From an optimization exercise on the open Yosys and OpenROAD flow, aimed at small area; shortcuts taken in it are not production practice.
The RTL was checked by simulation tests, not by an equivalence proof against the original design.
Power and IR drop assume default switching activity.

Design flappy_bird, start of the top module:
module flappy_bird
	(
		clk,
		resetn,
		key1,
		x,
		y,
		colour,
		plot,
		crash,
		HEX0,
		HEX1
	);
	input			clk;
	input			resetn;
	input			key1;
	output	[7:0]	x;
	output	[6:0]	y;
	output	[2:0]	colour;
	output			plot;
	output			crash;
	output	[6:0]	HEX0;
	output	[6:0]	HEX1;
	localparam	S_KEEP        = 4'b0000,
				S_CLEAN_LOAD  = 4'b0010,
				S_FF_LOAD     = 4'b0001,
				S_PRINT_LOAD  = 4'b0011,
				S_CLEAR_LOAD  = 4'b0100,
				S_MOVE        = 4'b0101,
				S_START_WAIT  = 4'b0110,
				S_CRASH_CHECK = 4'b0111,
				S_CLEAR       = 4'b1000,
				S_FF          = 4'b1001,
				S_CLEAN       = 4'b1010,
				S_PRINT       = 4'b1011;
	reg [3:0] st;
	reg [12:0] fc;
	reg jmp;
	reg crash_r;
	reg [7:0] score;
	reg [6:0] yc7;
	wire signed [7:0] yc = {&yc7[6:1], yc7};
	reg [6:0] yo;
	reg signed [4:0] vel;
	reg [7:0] x1, x2;
	reg g;
	wire [7:0] x3 = g ? ((x2 == 8'd160) ? 8'd40 : 8'd160) :
		(x2 >= 8'd121) ? x2 - 8'd121 : x2 + 8'd40;
	reg [6:0] y1, y2, y3;
	reg [2:0] ph;
	reg up;
	reg [2:0] cw;
	reg [1:0] j;
	reg [6:0] yd;
	reg ha, hb, sc;
	wire clean_load = (st == S_CLEAN_LOAD);
	wire print_load = (st == S_PRINT_LOAD);
	wire ff_load    = (st == S_FF_LOAD);
	wire load       = ~st[3] & ~st[2] & (st[1] | st[0]);
	wire old_cur    = print_load | ff_load;
	wire drawing    = st[3] & (st[1] | st[0]);
	wire clearing   = (st == S_CLEAR);
	wire p          = st[0];
	wire fm         = (fc == 13'd0);
	assign plot = st[3];
	wire [6:0] cy = st[0] ? yc[6:0] : yo;
	assign crash = crash_r;
	wire [1:0] k = ph[2:1];
  ...
clock: 10.0 ns
lec_check: 0
abc_area: 1
cap_margin: 20
core_margin: 2
core_utilization: 40
cts_buf_list: sky130_fd_sc_hd__clkbuf_8
slew_margin: 20
standard.sh (not shown) runs the stock make flow with config.mk's settings and CLKGATE_MAP_FILE= SYNTH_SCRIPT=/design/flow/synth_recipe.tcl, a recipe that flattens the netlist after the stock synthesis.
==> flow/flow/run.sh <==
#!/bin/bash
# Layout flow: the standard synthesis, then the combinational logic
# between the registers is re-mapped by ABC for area (registers, their
# names and cell types are kept), then the standard layout from the
# re-mapped netlist. Each tool's output goes to a log file in this folder.
set -euo pipefail
R=orfs/results/${FLOW_PLATFORM}/flappy_bird/base
bash standard.sh synth > synth.log 2>&1
cp $R/1_2_yosys.v $R/1_2_yosys.std.v
LIB=$(ls ${FLOW_HOME}/platforms/${FLOW_PLATFORM}/lib/sky130_fd_sc_hd__tt_025C_1v80.lib)
YOSYS=$(command -v yosys || echo ${FLOW_HOME}/../tools/install/yosys/bin/yosys)
IN=$R/1_2_yosys.std.v OUT=$R/1_2_yosys.remap.v LIB=$LIB ABCSCRIPT=flow/abc.script \
  $YOSYS -c flow/remap.tcl > remap.log 2>&1
cp $R/1_2_yosys.remap.v $R/1_2_yosys.v
bash standard.sh "BUFFER_PORTS_ARGS=-buffer_cell sky130_fd_sc_hd__buf_1" "CTS_ARGS=-sink_clustering_enable -repair_clock_nets -buf_list sky130_fd_sc_hd__clkbuf_8 -sink_clustering_size 16 -sink_clustering_max_diameter 80 -dont_use_dummy_load" finish > layout.log 2>&1
==> flow/flow/abc.script <==
strash
&get -n
&deepsyn -T 5
&put
dch
amap
strash
&get -n
&deepsyn -T 5
&put
dch
amap
strash
&get -n
&deepsyn -T 5
&put
dch
amap
topo
Other scripts of this flow, unchanged in this note and not shown: flow/flow/remap.tcl
Edit:
--- a/flow/flow/run.sh
+++ b/flow/flow/run.sh
@@ -13,3 +13,3 @@
   $YOSYS -c flow/remap.tcl > remap.log 2>&1
 cp $R/1_2_yosys.remap.v $R/1_2_yosys.v
-bash standard.sh "BUFFER_PORTS_ARGS=-buffer_cell sky130_fd_sc_hd__buf_1" "CTS_ARGS=-sink_clustering_enable -repair_clock_nets -buf_list sky130_fd_sc_hd__clkbuf_8 -sink_clustering_size 16 -sink_clustering_max_diameter 80 -dont_use_dummy_load" finish > layout.log 2>&1
+bash standard.sh "BUFFER_PORTS_ARGS=-buffer_cell sky130_fd_sc_hd__buf_1" "CTS_ARGS=-sink_clustering_enable -repair_clock_nets -buf_list {sky130_fd_sc_hd__clkbuf_4 sky130_fd_sc_hd__clkbuf_8} -dont_use_dummy_load" finish > layout.log 2>&1
==> flow/flow/abc.script (replaced) <==
strash
&get -n
&deepsyn -T 20
&put
dch
amap
strash
&get -n
&deepsyn -T 20
&put
dch
amap
strash
&get -n
&deepsyn -T 20
&put
dch
amap
topo
=>
- routed wire length is higher slightly
- synthesized area is lower slightly
- register-to-register slack gets better by 1.7 ns
Edit:
==> flow/flow/abc.script (replaced) <==
strash
&get -n
&deepsyn -T 20
&put
dch
amap
strash
&get -n
&deepsyn -T 20
&put
dch
amap
topo
Effect: The new run produced a clean layout. Utilization falls by 0.76 points. Synthesized area grows by 1.2%. Critical path depth increases by 7. Sequential share of layout area went down by 0.32 points. Worst hold slack barely changes. Non-clock buffer count came out lower by 2. Clock skew drops by 0.010 ns. Power fell by 9.0%. Cell count climbs by 2.3%.

[separate check: timing with driven ports]
Ports are ideal in the flow. The routed layouts listed here were re-timed in OpenROAD. Step 1 assumes that a clkbuf_16 drives the clock port and a buf_2 every other input. Step 2 adds t to the input delays and takes it off the output delays; t is the mean of the earliest and latest rising clock arrival at the registers after step 1. Input paths then give back, and output paths get back, about the clock's delay inside the block. a / b / c = ideal ports / drivers / drivers and shift; a / b = the first two.
run	t, ns	setup slack, ns	worst setup path after step 2	cell pins on the clock port's net
the first run	0.412	1.535 / 1.535 / 1.535	register to register	1
the second run	0.412	3.208 / 3.208 / 3.208	register to register	1
the third run	0.412	2.386 / 2.386 / 2.386	register to register	1
After both steps setup and hold are still met in every run listed.
